Background: an optimization exercise with open tools, aiming at small area and few clock cycles. Do not read the settings as production practice. Function was checked by simulation only, so behaviour that the tests miss may differ from the original.

==> flow/design.v, too long to show whole: its modules and the start of the top module <==
// module HAMMING_IP: 38 lines
// module MDC: 263 lines
// module mdc_pmac: 656 lines
// module mdc_pmac_hi: 757 lines
// module mdc_det2: 561 lines
module MDC(
    input              clk,
    input              rst_n,
    input              in_valid,
    input      [14:0]  in_data,
    input      [8:0]   in_mode,
    output reg         out_valid,
    output     [206:0] out_data
);
  // ...
==> flow/flow/run.sh <==
#!/bin/bash
# Standard layout, with the smallest buffer cell for the port buffers.
export BUFFER_PORTS_ARGS="-buffer_cell sky130_fd_sc_hd__buf_1"
bash standard.sh > standard_flow.log 2>&1
==> flow/standard.sh <==
#!/bin/bash
# synth_recipe.tcl (not shown) runs the flow's synth.tcl, then flattens the netlist and writes it again
# the make line also repeats each setting of config.mk as NAME=value (left out here)
make -C /OpenROAD-flow-scripts/flow DESIGN_CONFIG=/design/flow/config.mk WORK_HOME=/design/flow/orfs CLKGATE_MAP_FILE= SYNTH_SCRIPT=/design/flow/synth_recipe.tcl "${@:-finish}"
==> flow/config.mk <==
export PLATFORM = sky130hd
export DESIGN_NAME = MDC
export DESIGN_NICKNAME = MDC
export VERILOG_FILES = /design/flow/design.v
export SDC_FILE = /design/flow/constraint.sdc
export NUM_CORES = 4
export LEC_CHECK = 0
export ABC_AREA = 1
export CAP_MARGIN = 20
export CORE_MARGIN = 2
export CORE_UTILIZATION = 50
export PLACE_DENSITY = 0.62
export SLEW_MARGIN = 20
export SYNTH_HIERARCHICAL = 1
==> flow/constraint.sdc <==
create_clock -name core_clock -period 16.0 [get_ports {clk}]
set_input_delay 3.2000 -clock core_clock [delete_from_list [all_inputs] [get_ports {clk}]]
set_output_delay 3.2000 -clock core_clock [all_outputs]
set_load 0.01 [all_outputs]
==> results_dict.tcl, run 1 <==
set metrics [dict create \
    synth_top_area_share 0.182 \
    yosysWarnings 7 \
    arrival_ps 15560 \
    finalSetupViolCount 0 \
    r2r_end "R[39]$_DFF_P_" \
    multi_input_comb_area_sq_um 30900 \
    status "finished clean" \
    wl_met1_microns 84300 \
    holdCritStartpoint "E3[0]$_DFF_P_" \
    final_util 0.550 \
    route.met2.wl_microns 91000 \
    synth_area_leaders "fa_1 18%, dfxtp_1 13%, nand2_1 11%" \
    first_iter_violations 8196 \
    grt_max_degree 96 \
    gr-total-overflow 0 \
    final_cells 7194 \
    tightestPinTransition_ps 1400 \
    seq_cell_count 361 \
    core_sq_um 87000 \
    place_area_sq_um 46200 \
    synth-edff-count 69 \
    grtUsageMet1 0.630 \
    grt_pass1_vias 43700 \
    cts_buffers 44 \
    dp.cells 7085 \
    hold_violations 0 \
    dp_slack_ps 553 \
    path_depth 64 \
    final_common_cell "nand2_1" \
    ys.flop_type "dfxtp_1" \
    clkbuf_count 60 \
    synthArstFlopShare 0.0222 \
]
Testbench counts, summed over its fixed seeds: cycles 12,240.
==> module MDC, before the edit <==
module MDC(
    input              clk,
    input              rst_n,
    input              in_valid,
    input      [14:0]  in_data,
    input      [8:0]   in_mode,
    output reg         out_valid,
    output     [206:0] out_data
);
function [3:0] syn15(input [14:0] c);
    integer p;
    begin
        syn15 = 4'd0;
        for (p = 1; p <= 15; p = p + 1)
            if (c[15-p]) syn15 = syn15 ^ p[3:0];
    end
endfunction
function [10:0] dec15(input [14:0] c);
    reg [3:0] s;
    reg [14:0] k;
    integer p;
    begin
        s = syn15(c);
        k = c;
        for (p = 1; p <= 15; p = p + 1)
            if (s == p[3:0]) k[15-p] = ~c[15-p];
        dec15 = {k[12], k[10], k[9], k[8], k[6], k[5], k[4], k[3], k[2], k[1], k[0]};
    end
endfunction
wire [10:0] xin = dec15(in_data);
wire [3:0] msyn = (in_mode[8] ? 4'd1 : 4'd0) ^ (in_mode[7] ? 4'd2 : 4'd0) ^
                  (in_mode[6] ? 4'd3 : 4'd0) ^ (in_mode[5] ? 4'd4 : 4'd0) ^
                  (in_mode[4] ? 4'd5 : 4'd0) ^ (in_mode[3] ? 4'd6 : 4'd0) ^
                  (in_mode[2] ? 4'd7 : 4'd0) ^ (in_mode[1] ? 4'd8 : 4'd0) ^
                  (in_mode[0] ? 4'd9 : 4'd0);
wire md4 = in_mode[6] ^ (msyn == 4'd3);
wire md1 = in_mode[2] ^ (msyn == 4'd7);
reg [4:0] cnt;       
reg       m3, m4;    
always @(posedge clk or negedge rst_n) begin
    if (!rst_n) begin
        cnt <= 5'd0;
        out_valid <= 1'b0;
    end else begin
        out_valid <= (cnt == 5'd16);
        if (cnt == 5'd16) cnt <= 5'd0;
        else if (in_valid) cnt <= cnt + 5'd1;
    end
end
always @(posedge clk or negedge rst_n) begin
    if (!rst_n) begin
        m3 <= 1'b0;
        m4 <= 1'b0;
    end else if (in_valid && cnt == 5'd0) begin
        m4 <= md4;
        m3 <= md1 & ~md4;
    end
end
wire m2 = ~m3 & ~m4;
wire mx = ~m2;
wire s6  = cnt == 5'd5;
wire s7  = cnt == 5'd6;
wire s8  = cnt == 5'd7;
wire s9  = cnt == 5'd8;
wire s10 = cnt == 5'd9;
wire s11 = cnt == 5'd10;
wire s12 = cnt == 5'd11;
wire s13 = cnt == 5'd12;
wire s14 = cnt == 5'd13;
wire s15 = cnt == 5'd14;
wire s16 = cnt == 5'd15;
wire s17 = cnt == 5'd16;
reg [10:0] E1, E2, E3, E4, E5, E6, E7;
always @(posedge clk) begin
    E1 <= xin; E2 <= E1; E3 <= E2; E4 <= E3; E5 <= E4; E6 <= E5; E7 <= E6;
end
reg [206:0] R;
reg [22:0]  X1, X2, X3;
wire [33:0] T0L = R[186:153];
wire [33:0] T1L = R[135:102];
wire [33:0] B0L = R[84:51];
wire [33:0] B1L = R[33:0];
wire [22:0] G1  = {R[206:187], R[152:150]};
wire [22:0] G2  = {R[149:136], R[101:93]};
wire [22:0] G3  = {R[92:85],   R[50:36]};
wire [44:0] ACC = R[44:0];
function [23:0] sx23(input [22:0] a); sx23 = {a[22], a}; endfunction
function [23:0] sx11(input [10:0] a); sx11 = {{13{a[10]}}, a}; endfunction
function [44:0] sx34(input [33:0] a); sx34 = {{11{a[33]}}, a}; endfunction
function [35:0] sx36(input [33:0] a); sx36 = {{2{a[33]}}, a}; endfunction
wire d_s8  = mx & s8;             
wire d_s9  = s9;                  
wire d_h15 = m4 & s15;            
wire d_h16 = m4 & s16;            
wire d_std = ~(d_s8 | d_s9 | d_h15 | d_h16);
wire [10:0] dp = ({11{d_std}} & E5) | ({11{d_s8}} & E7) | ({11{d_s9}} & E6) |
                 ({11{d_h15}} & E1) | ({11{d_h16}} & xin);
wire [10:0] dq = ({11{d_std | d_s8}} & xin) | ({11{d_s9}} & E1) |
                 ({11{d_h15}} & B0L[33:23]) | ({11{d_h16}} & T0L[33:23]);
wire [10:0] dr = ({11{d_std | d_s8}} & E4) | ({11{d_s9}} & E5) |
                 ({11{d_h15}} & E2) | ({11{d_h16}} & E1);
wire [10:0] ds = ({11{d_std}} & E1) | ({11{d_s8}} & E3) | ({11{d_s9}} & E2) |
                 ({11{d_h15}} & B1L[33:23]) | ({11{d_h16}} & T1L[33:23]);
wire [22:0] d2;
mdc_det2 u_d2 (.p(dp), .q(dq), .r(dr), .s(ds), .y(d2));
wire pair = s7 | s8 | (m3 & (s11 | s12));    
wire x1_in = s9 | s10 | (m4 & (s11 | s12));
wire x1_e4 = pair | (m4 & s13);
wire x1_e3 = m4 & s14;
wire x1_e2 = (m4 & s15) | (m3 & (s13 | s14 | s15));
wire x1_e1 = m3 & (s16 | s17);
wire [10:0] x1 = ({11{x1_in}} & xin) | ({11{x1_e4}} & E4) |
                 ({11{x1_e3}} & E3) | ({11{x1_e2}} & E2) | ({11{x1_e1}} & E1);
wire v1_x2 = s9 | (m3 & s14);
wire v1_g1 = s10 | (m3 & s16);
wire v1_x1 = (m4 & (s11 | s12)) | (m3 & s13);
wire v1_b1 = m4 & (s13 | s15);
wire v1_g3 = m4 & s14;
wire v1_g2 = m3 & (s15 | s17);
wire [23:0] v1 = ({24{pair}}  & sx11(E2)) | ({24{v1_x2}} & sx23(X2)) |
                 ({24{v1_g1}} & sx23(G1))  | ({24{v1_x1}} & sx23(X1)) |
                 ({24{v1_b1}} & {B1L[22] & s13, B1L[22:0]}) |
                 ({24{v1_g3}} & sx23(G3))  |
                 ({24{v1_g2}} & sx23(G2));
wire n1 = pair | s10 | (m4 & (s14 | s15));
wire s1_t0 = s10 | (m4 & s11) | (m3 & s13);
wire s1_t1 = (m4 & s12) | (m3 & s14);
wire s1_b0 = (m4 & s13) | (m3 & (s15 | s16));
wire s1_b1 = (m4 & s14) | (m3 & s17);
wire [35:0] S1 = ({36{s1_t0}} & sx36(T0L)) | ({36{s1_t1}} & sx36(T1L)) |
                 ({36{s1_b0}} & sx36(B0L)) | ({36{s1_b1}} & sx36(B1L));
wire [35:0] y1;
mdc_pmac u_p1 (.x(x1), .n(n1), .v(v1), .s(S1), .y(y1));
wire x2_in = s9 | s10 | (m4 & (s11 | s12)) | (m3 & s14);
wire x2_e3 = m4 & s13;
wire x2_e2 = (m4 & s14) | (m3 & s13);
wire x2_e1 = (m4 & (s15 | s16 | s17)) | (m3 & (s15 | s16));
wire [10:0] x2 = ({11{x2_in}} & xin) | ({11{pair}} & E6) | ({11{x2_e3}} & E3) |
                 ({11{x2_e2}} & E2) | ({11{x2_e1}} & E1);
wire v2_g3 = s9 | (m3 & s13);
wire v2_g2 = m4 & (s10 | s11);
wire v2_b1 = (m3 & (s10 | s15)) | (m4 & s13);
wire v2_g1 = m4 & s12;
wire v2_x2 = m4 & s14;
wire v2_b0 = (m4 & s15) | (m3 & s14);
wire v2_t0 = m4 & s17;
wire v2_t1 = m4 & s16;
wire v2_x3 = m3 & s16;
wire [23:0] v2 = ({24{pair}}  & sx11(xin)) | ({24{v2_g3}} & sx23(G3)) |
                 ({24{v2_g2}} & sx23(G2)) | ({24{v2_b1}} & sx23(B1L[22:0])) |
                 ({24{v2_g1}} & sx23(G1)) | ({24{v2_x2}} & sx23(X2)) |
                 ({24{v2_b0}} & {B0L[22] & m3, B0L[22:0]}) |
                 ({24{v2_t0}} & {1'b0, T0L[22:0]}) | ({24{v2_t1}} & {1'b0, T1L[22:0]}) | ({24{v2_x3}} & sx23(X3));
wire n2 = (m4 & (s10 | s11 | s16)) | (m3 & (s13 | s14 | s16));
wire chain = pair | (m4 & (s14 | s15));
wire s2_ac = m4 & (s16 | s17);
wire s2_t1 = (m4 & s10) | (m3 & s13);
wire s2_b0 = m4 & s12;
wire s2_b1 = m3 & s16;
wire [44:0] S2 = ({45{chain}} & {{9{y1[35]}}, y1}) | ({45{s2_ac}} & ACC) | ({45{s2_t1}} & sx34(T1L)) |
                 ({45{s2_b0}} & sx34(B0L)) | ({45{s2_b1}} & sx34(B1L));
wire hi2 = m4 & (s16 | s17);     
wire [44:0] y2;
mdc_pmac_hi u_p2 (.x(x2), .n(n2), .v(v2), .s(S2), .h({22{hi2}} & X3[21:0]), .y(y2));
wire sh = m2 & (cnt >= 5'd5) & (cnt <= 5'd15) & (cnt[1:0] != 2'd0);
wire w_g1_y2 = mx & s7;                                   
wire w_g1_d2 = m3 & s10;                                  
wire w_t0    = (mx & (s9 | s10)) | (m4 & s11) | (m3 & s13);
wire w_g2    = (mx & s8) | (m3 & s11);                    
wire w_t1_y2 = (mx & (s9 | s10)) | (m3 & s13);
wire w_t1_y1 = (m4 & s12) | (m3 & s14);
wire w_g3    = mx & s8;                                   
wire w_b0_y2 = (m4 & (s11 | s12)) | (m3 & (s11 | s14));
wire w_b0_y1 = (m4 & s13) | (m3 & (s15 | s16));
wire w_acc   = m4 & (s15 | s16 | s17);
wire w_b1_d2 = (mx & s9) | (m3 & s12);                    
wire w_b1_y2 = (m4 & (s13 | s14 | s15 | s16 | s17)) | (m3 & (s15 | s16));
wire w_b1_y1 = m3 & s17;
always @(posedge clk)
    R[206:187] <= ({20{~(sh | w_g1_y2 | w_g1_d2)}} & R[206:187]) |
        ({20{sh}} & R[183:164]) |
        ({20{w_g1_y2}} & y2[22:3]) |
        ({20{w_g1_d2}} & d2[22:3]);
always @(posedge clk)
    R[186:153] <= ({34{~(sh | w_t0)}} & R[186:153]) |
        ({34{sh}} & R[163:130]) |
        ({34{w_t0}} & y1[33:0]);
always @(posedge clk)
    R[152:150] <= ({3{~(sh | w_g1_y2 | w_g1_d2)}} & R[152:150]) |
        ({3{sh}} & R[129:127]) |
        ({3{w_g1_y2}} & y2[2:0]) |
        ({3{w_g1_d2}} & d2[2:0]);
always @(posedge clk)
    R[149:136] <= ({14{~(sh | w_g2)}} & R[149:136]) |
        ({14{sh}} & R[126:113]) |
        ({14{w_g2}} & d2[22:9]);
always @(posedge clk)
    R[135:102] <= ({34{~(sh | w_t1_y2 | w_t1_y1)}} & R[135:102]) |
        ({34{sh}} & R[112:79]) |
        ({34{w_t1_y2}} & y2[33:0]) |
        ({34{w_t1_y1}} & y1[33:0]);
always @(posedge clk)
    R[101:93] <= ({9{~(sh | w_g2)}} & R[101:93]) |
        ({9{sh}} & R[78:70]) |
        ({9{w_g2}} & d2[8:0]);
always @(posedge clk)
    R[92:85] <= ({8{~(sh | w_g3)}} & R[92:85]) |
        ({8{sh}} & R[69:62]) |
        ({8{w_g3}} & y2[22:15]);
always @(posedge clk)
    R[84:51] <= ({34{~(sh | w_b0_y2 | w_b0_y1)}} & R[84:51]) |
        ({34{sh}} & R[61:28]) |
        ({34{w_b0_y2}} & y2[33:0]) |
        ({34{w_b0_y1}} & y1[33:0]);
always @(posedge clk)
    R[50:45] <= ({6{~(sh | w_g3)}} & R[50:45]) |
        ({6{sh}} & R[27:22]) |
        ({6{w_g3}} & y2[14:9]);
always @(posedge clk)
    R[44:36] <= ({9{~(sh | w_g3 | w_acc)}} & R[44:36]) |
        ({9{sh}} & R[21:13]) |
        ({9{w_g3}} & y2[8:0]) |
        ({9{w_acc}} & y2[44:36]);
always @(posedge clk)
    R[35:34] <= ({2{~(sh | w_acc)}} & R[35:34]) |
        ({2{sh}} & R[12:11]) |
        ({2{w_acc}} & y2[35:34]);
always @(posedge clk)
    R[33:23] <= ({11{~(sh | w_b1_y2 | w_b1_y1)}} & R[33:23]) |
        ({11{sh}} & R[10:0]) |
        ({11{w_b1_y2}} & y2[33:23]) |
        ({11{w_b1_y1}} & y1[33:23]);
always @(posedge clk)
    R[22:0] <= ({23{~((w_b1_d2 | sh) | w_b1_y2 | w_b1_y1)}} & R[22:0]) |
        ({23{(w_b1_d2 | sh)}} & d2) |
        ({23{w_b1_y2}} & y2[22:0]) |
        ({23{w_b1_y1}} & y1[22:0]);
always @(posedge clk) begin
    if (mx & s6) X1 <= d2;                  
    if (mx & s7) X2 <= d2;                  
    if ((m3 & s12) | (m4 & (s15 | s16)))    
        X3 <= ({23{m3}} & y2[22:0]) | ({23{m4}} & d2);
end
wire ov2 = out_valid & m2;
wire ov3 = out_valid & m3;
wire ov4 = out_valid & m4;
genvar b;
generate
    for (b = 0; b < 207; b = b + 1) begin : g_out
        localparam integer K3 = b / 51;
        localparam integer O3 = b % 51;
        wire r3;
        if (b >= 204)       assign r3 = 1'b0;
        else if (O3 < 34)   assign r3 = ov3 & R[b];
        else                assign r3 = ov3 & R[51*K3 + 33];
        wire r4 = (b < 45) ? (ov4 & R[b]) : (ov4 & R[44]);
        if (b < 34)
            assign out_data[b] = out_valid & R[b];
        else
            assign out_data[b] = (ov2 & R[b]) | r3 | r4;
    end
endgenerate
endmodule
==> run 2, diff against run 1 <==
--- a/flow/design.v
+++ b/flow/design.v
@@ -113,7 +113,7 @@
     E1 <= xin; E2 <= E1; E3 <= E2; E4 <= E3; E5 <= E4; E6 <= E5; E7 <= E6;
 end
 reg [206:0] R;
-reg [22:0]  X1, X2, X3;
+reg [22:0]  MA, MB, MC;
 wire [33:0] T0L = R[186:153];
 wire [33:0] T1L = R[135:102];
 wire [33:0] B0L = R[84:51];
@@ -144,62 +144,56 @@
 wire pair = s7 | s8 | (m3 & (s11 | s12));    
 wire x1_in = s9 | s10 | (m4 & (s11 | s12));
 wire x1_e4 = pair | (m4 & s13);
-wire x1_e3 = m4 & s14;
-wire x1_e2 = (m4 & s15) | (m3 & (s13 | s14 | s15));
-wire x1_e1 = m3 & (s16 | s17);
+wire x1_e2 = (m4 & (s14 | s15)) | (m3 & (s13 | s14));
+wire x1_e1 = m3 & (s15 | s16);
 wire [10:0] x1 = ({11{x1_in}} & xin) | ({11{x1_e4}} & E4) |
-                 ({11{x1_e3}} & E3) | ({11{x1_e2}} & E2) | ({11{x1_e1}} & E1);
-wire v1_x2 = s9 | (m3 & s14);
+                 ({11{x1_e2}} & E2) | ({11{x1_e1}} & E1);
+wire v1_x2 = s9 | s14;
 wire v1_g1 = s10 | (m3 & s16);
 wire v1_x1 = (m4 & (s11 | s12)) | (m3 & s13);
-wire v1_b1 = m4 & (s13 | s15);
-wire v1_g3 = m4 & s14;
-wire v1_g2 = m3 & (s15 | s17);
-wire [23:0] v1 = ({24{pair}}  & sx11(E2)) | ({24{v1_x2}} & sx23(X2)) |
-                 ({24{v1_g1}} & sx23(G1))  | ({24{v1_x1}} & sx23(X1)) |
-                 ({24{v1_b1}} & {B1L[22] & s13, B1L[22:0]}) |
-                 ({24{v1_g3}} & sx23(G3))  |
-                 ({24{v1_g2}} & sx23(G2));
-wire n1 = pair | s10 | (m4 & (s14 | s15));
+wire v1_b1 = (m4 & (s13 | s15)) | (m3 & s15);
+wire [23:0] v1 = ({24{pair}}  & sx11(E2)) | ({24{v1_x2}} & sx23(MB)) |
+                 ({24{v1_g1}} & sx23(G1))  | ({24{v1_x1}} & sx23(MA)) |
+                 ({24{v1_b1}} & {B1L[22] & (s13 | m3), B1L[22:0]});
+wire n1 = pair | s10 | (m4 & s15);
 wire s1_t0 = s10 | (m4 & s11) | (m3 & s13);
 wire s1_t1 = (m4 & s12) | (m3 & s14);
-wire s1_b0 = (m4 & s13) | (m3 & (s15 | s16));
-wire s1_b1 = (m4 & s14) | (m3 & s17);
+wire s1_b0 = (m4 & s13) | (m3 & s16);
+wire s1_b1 = m4 & s14;
 wire [35:0] S1 = ({36{s1_t0}} & sx36(T0L)) | ({36{s1_t1}} & sx36(T1L)) |
                  ({36{s1_b0}} & sx36(B0L)) | ({36{s1_b1}} & sx36(B1L));
 wire [35:0] y1;
 mdc_pmac u_p1 (.x(x1), .n(n1), .v(v1), .s(S1), .y(y1));
 wire x2_in = s9 | s10 | (m4 & (s11 | s12)) | (m3 & s14);
-wire x2_e3 = m4 & s13;
-wire x2_e2 = (m4 & s14) | (m3 & s13);
-wire x2_e1 = (m4 & (s15 | s16 | s17)) | (m3 & (s15 | s16));
+wire x2_e3 = m4 & (s13 | s14);
+wire x2_e2 = m3 & (s13 | s15);
+wire x2_e1 = (m4 & (s15 | s16 | s17)) | (m3 & (s16 | s17));
 wire [10:0] x2 = ({11{x2_in}} & xin) | ({11{pair}} & E6) | ({11{x2_e3}} & E3) |
                  ({11{x2_e2}} & E2) | ({11{x2_e1}} & E1);
-wire v2_g3 = s9 | (m3 & s13);
-wire v2_g2 = m4 & (s10 | s11);
-wire v2_b1 = (m3 & (s10 | s15)) | (m4 & s13);
+wire v2_g3 = s9 | (m3 & s13) | (m4 & s14);
+wire v2_g2 = (m4 & (s10 | s11)) | (m3 & (s15 | s17));
+wire v2_b1 = (m3 & s10) | (m4 & s13);
 wire v2_g1 = m4 & s12;
-wire v2_x2 = m4 & s14;
 wire v2_b0 = (m4 & s15) | (m3 & s14);
 wire v2_t0 = m4 & s17;
 wire v2_t1 = m4 & s16;
 wire v2_x3 = m3 & s16;
 wire [23:0] v2 = ({24{pair}}  & sx11(xin)) | ({24{v2_g3}} & sx23(G3)) |
                  ({24{v2_g2}} & sx23(G2)) | ({24{v2_b1}} & sx23(B1L[22:0])) |
-                 ({24{v2_g1}} & sx23(G1)) | ({24{v2_x2}} & sx23(X2)) |
+                 ({24{v2_g1}} & sx23(G1)) |
                  ({24{v2_b0}} & {B0L[22] & m3, B0L[22:0]}) |
-                 ({24{v2_t0}} & {1'b0, T0L[22:0]}) | ({24{v2_t1}} & {1'b0, T1L[22:0]}) | ({24{v2_x3}} & sx23(X3));
-wire n2 = (m4 & (s10 | s11 | s16)) | (m3 & (s13 | s14 | s16));
+                 ({24{v2_t0}} & {1'b0, T0L[22:0]}) | ({24{v2_t1}} & {1'b0, T1L[22:0]}) | ({24{v2_x3}} & sx23(MC));
+wire n2 = (m4 & (s10 | s11 | s14 | s16)) | (m3 & (s13 | s14 | s16));
 wire chain = pair | (m4 & (s14 | s15));
 wire s2_ac = m4 & (s16 | s17);
 wire s2_t1 = (m4 & s10) | (m3 & s13);
-wire s2_b0 = m4 & s12;
-wire s2_b1 = m3 & s16;
+wire s2_b0 = (m4 & s12) | (m3 & s15);
+wire s2_b1 = m3 & (s16 | s17);
 wire [44:0] S2 = ({45{chain}} & {{9{y1[35]}}, y1}) | ({45{s2_ac}} & ACC) | ({45{s2_t1}} & sx34(T1L)) |
                  ({45{s2_b0}} & sx34(B0L)) | ({45{s2_b1}} & sx34(B1L));
 wire hi2 = m4 & (s16 | s17);     
 wire [44:0] y2;
-mdc_pmac_hi u_p2 (.x(x2), .n(n2), .v(v2), .s(S2), .h({22{hi2}} & X3[21:0]), .y(y2));
+mdc_pmac_hi u_p2 (.x(x2), .n(n2), .v(v2), .s(S2), .h({22{hi2}} & MC[21:0]), .y(y2));
 wire sh = m2 & (cnt >= 5'd5) & (cnt <= 5'd15) & (cnt[1:0] != 2'd0);
 wire w_g1_y2 = mx & s7;                                   
 wire w_g1_d2 = m3 & s10;                                  
@@ -208,12 +202,12 @@
 wire w_t1_y2 = (mx & (s9 | s10)) | (m3 & s13);
 wire w_t1_y1 = (m4 & s12) | (m3 & s14);
 wire w_g3    = mx & s8;                                   
-wire w_b0_y2 = (m4 & (s11 | s12)) | (m3 & (s11 | s14));
-wire w_b0_y1 = (m4 & s13) | (m3 & (s15 | s16));
+wire w_b0_y2 = (m4 & (s11 | s12)) | (m3 & (s11 | s14 | s15));
+wire w_b0_y1 = (m4 & s13) | (m3 & s16);
 wire w_acc   = m4 & (s15 | s16 | s17);
 wire w_b1_d2 = (mx & s9) | (m3 & s12);                    
-wire w_b1_y2 = (m4 & (s13 | s14 | s15 | s16 | s17)) | (m3 & (s15 | s16));
-wire w_b1_y1 = m3 & s17;
+wire w_b1_y2 = (m4 & (s13 | s14 | s15 | s16 | s17)) | (m3 & (s16 | s17));
+wire w_b1_y1 = m3 & s15;
 always @(posedge clk)
     R[206:187] <= ({20{~(sh | w_g1_y2 | w_g1_d2)}} & R[206:187]) |
         ({20{sh}} & R[183:164]) |
@@ -274,10 +268,10 @@
         ({23{w_b1_y2}} & y2[22:0]) |
         ({23{w_b1_y1}} & y1[22:0]);
 always @(posedge clk) begin
-    if (mx & s6) X1 <= d2;                  
-    if (mx & s7) X2 <= d2;                  
+    if (mx & s6) MA <= d2;                  
+    if (mx & s7) MB <= d2;                  
     if ((m3 & s12) | (m4 & (s15 | s16)))    
-        X3 <= ({23{m3}} & y2[22:0]) | ({23{m4}} & d2);
+        MC <= ({23{m3}} & y2[22:0]) | ({23{m4}} & d2);
 end
 wire ov2 = out_valid & m2;
 wire ov3 = out_valid & m3;
==> run 2 against run 1 <==
  * Still clean on timing, DRC and antenna
  * Via count shrank 3.2%
  * Design area down 1.6%
  * Die area decreased by 1.2%
  * Synthesized area shrank 1.2%
  * Cell count decreased by 2.1%
  * Sequential share of layout area grew 0.26 points
  * Routed wire length decreased by 4.1%
  * Clock skew shrank 19 ps
  * Synthesized cell count fell by 2.4%
==> results_dict.tcl, run 2 <==
set metrics [dict create \
    synth-edff-count 69 \
    pin_count 235 \
    die_area_sq_um 89500 \
    final_common_cell "nand2_1" \
    syn_area_sq_um 43600 \
    skew_ps 28.7 \
    finalSetupViolCount 0 \
    grt_usage 0.495 \
    cts_buffers 43 \
    mostFrequentLayoutCells "1144 x nand2_1, 929 x inv_1, 442 x xor2_1" \
    synthesis.nets 6358 \
    crit_path_end_kind "flop" \
    synth_top_family_by_area "adder cells" \
    drv_cap 0 \
    hold_buffers 0 \
    die_h_microns 299 \
    vias 45500 \
    drv_slew 0 \
    yosysUniqueCellTypes 62 \
    cts-resized-gates 0 \
    fin_nets 6467 \
    core_sq_um 86600 \
    netlist_instances 5724 \
    ys.flop_type "dfxtp_1" \
    clk_path_buf_depth 3 \
    period_share 0.948 \
    grt_pass1_wl_microns 319000 \
    critPathRequiredTime_ps 16450 \
    first_iter_violations 7261 \
    synth_top_area_share 0.185 \
    synth_area_leaders "fa_1 18%, dfxtp_1 13%, nand2_1 9.9%" \
    setup_tns_ps 0 \
    fmax_mhz 66.0 \
    clk_pin_slew_ps 60 \
    grt_max_degree 87 \
    largest_reg_flops 207 \
    cts_tree "yes" \
    max-slew-margin-rel 0.0756 \
    path_max_fanout 12 \
    start_util 0.503 \
    cpPeakStageDelay_ps 700 \
    synth-seq-cells 361 \
    clk_latency_ps 630 \
    final_util 0.544 \
    crit_family "adder cells" \
    ys_seq_area_frac 0.183 \
    dp_hpwl_microns 173000 \
    synth-simple-area-share 0.155 \
    htree_levels 2 \
    muxShareOfSynthArea 0.000689 \
    criticalPathCategory "input pin to flop" \
    dr.pass1.iters 9 \
    status "finished clean" \
    rows 108 \
    hold_path_class "flop to flop" \
    drive_above_1_share 0.0622 \
    ys_top_cells_by_count "1151 x nand2_1, 929 x inv_1, 447 x xor2_1, 402 x fa_1, 383 x o22ai_1" \
    wl_microns 226000 \
    synthArstFlopShare 0.0222 \
    die_w_microns 299 \
    portBuffers 234 \
    synth_compound_area_frac 0.197 \
    post-synth-top-count-cell "nand2_1" \
    cts_root_buf "clkbuf_16" \
    yosysWarnings 7 \
    period_minus_slack_ps 15160 \
    grt_antenna_before_repair 31 \
    crit_top_cell "nand2_1" \
    drc 0 \
    hold_violations 0 \
    syn_to_final_growth_pct 8.11 \
    synthAdderAreaFrac 0.244 \
    cts_setup_buffers 0 \
    gp_congestion 1.09 \
    rsz0062_at_grt "no" \
    gr-total-overflow 0 \
    grt_pass1_vias 42500 \
    worst-path-buf-inv 14 \
    critPathSlowestCell "fa_1" \
    numClockSinks 361 \
    top_register "R" \
    synth_top_cell_by_area "fa_1" \
    arrival_ps 15610 \
    tightestPinTransition_ps 1380 \
    final_antenna_net_count 0 \
    synth_xor_area_frac 0.101 \
    via_per_inst 6.46 \
    avgSynthCellArea_sq_um 7.61 \
    setup.worst_path.start_class "input pin" \
    whs_ps 350 \
    post_drt_wl_per_cell_microns 32.1 \
]
run 2: changes by cell type in the layout (fill, tap and decap cells not counted), sizes merged, moves of 28 or more:
cell | previous run | this run
o211ai | 142 | 106
inv | 998 | 970
a22oi | 85 | 181
nand3 | 125 | 197
nand2 | 1306 | 1182
o2111ai | 120 | 69
run 2: worst paths after layout:
kind / from / endpoint / slack [ps] / cells past startpoint
setup / recovery: in_data[8] / R[39]$_DFF_P_ / 840 / 58
hold / removal: E5[6]$_DFF_P_ / E6[6]$_DFF_P_ / 350 / 0
setup reg to reg: cnt[0]$_DFFE_PN0P_ / R[39]$_DFF_P_ / 2290 / 55
max in group asynchronous: rst_n / out_valid$_DFF_PN0_ / 13150 / 1
min in group asynchronous: rst_n / cnt[2]$_DFFE_PN0P_ / 2510 / 1
hold reg to reg: E5[6]$_DFF_P_ / E6[6]$_DFF_P_ / 350 / 0
run 2: per-stage QoR:
stage,std cells,setup WS [ps],area [sq um]
3_3_place_gp,6942,572,45600
3_5_place_dp,6943,537,45600
5_1_grt,7022,142,47100
2_1_floorplan,5724,2470,43600
4_1_cts,7020,1100,47000
6_report,7040,840,47100
run 2: metal layers:
metal | global-route usage | share of wire | vias up
met1 | 0.630 | 0.37 | 21600
met3 | 0.211 | 0.15 | 955
li1 | - | - | 19100
met5 | 0.00899 | 0.0015 | -
met4 | 0.349 | 0.092 | 34
met2 | 0.670 | 0.39 | 3699
run 2: area by class of cell:
cell class              count  area [sq um]
clock inverters            11           120
clock buffers              66          1280
well taps                1155          1450
fillers                  8680         39500
repair buffers            379          1970
flip-flops and latches    361          7960
multi-input cells        4036         30500
inverters                1012          3820
diodes                     20          50.0
run 2: kinds of logic after synthesis:
group                      Yosys count
muxes                                3
AOI/OAI and AO/OA                 1317
and+or+nand+nor                   1615
adders and majority gates          607
DFF                                361
xor gates and xnor gates           494
buffers and inverters             1327
run 2: Yosys stat by module, one instance, submodules excluded:
module | copies in the design | cell area (sq um) | flops+latches
MDC | 1 | 21200 | 361
mdc_pmac_hi | 1 | 8590 | 0
mdc_pmac | 1 | 7350 | 0
mdc_det2 | 1 | 6420 | 0
Testbench counts of run 2, summed over its fixed seeds: cycles 12,240.

[re-timing with driven ports]
In the flow no input, the clock included, has a driving cell. The finished layouts below were timed again as built, in two steps. Step 1 (the two cells are an assumption about what drives the block):
set clk [get_ports {clk}]
set_driving_cell -lib_cell sky130_fd_sc_hd__clkbuf_16 $clk
set_driving_cell -lib_cell sky130_fd_sc_hd__buf_2 [delete_from_list [all_inputs] $clk]
Step 2 adds t to the input delays and takes it off the output delays; t is the mean of the earliest and latest rising clock arrival at the registers after step 1. Input paths then give back, and output paths get back, about the clock's delay inside the block. a / b / c = no drivers / after step 1 / after step 2; a / b = the first two.
| run | shift t [ns] | setup slack, ns | worst setup path at the end |
|---|---|---|---|
| run 1 | 0.699 | 0.899 / 0.947 / 0.248 | input to register |
| run 2 | 0.689 | 0.840 / 0.896 / 0.207 | input to register |
After both steps setup and hold are still met in every run listed. The setup slack of run 1, which loses most, moves by +0.048 ns with the drivers and by -0.651 ns with both steps.
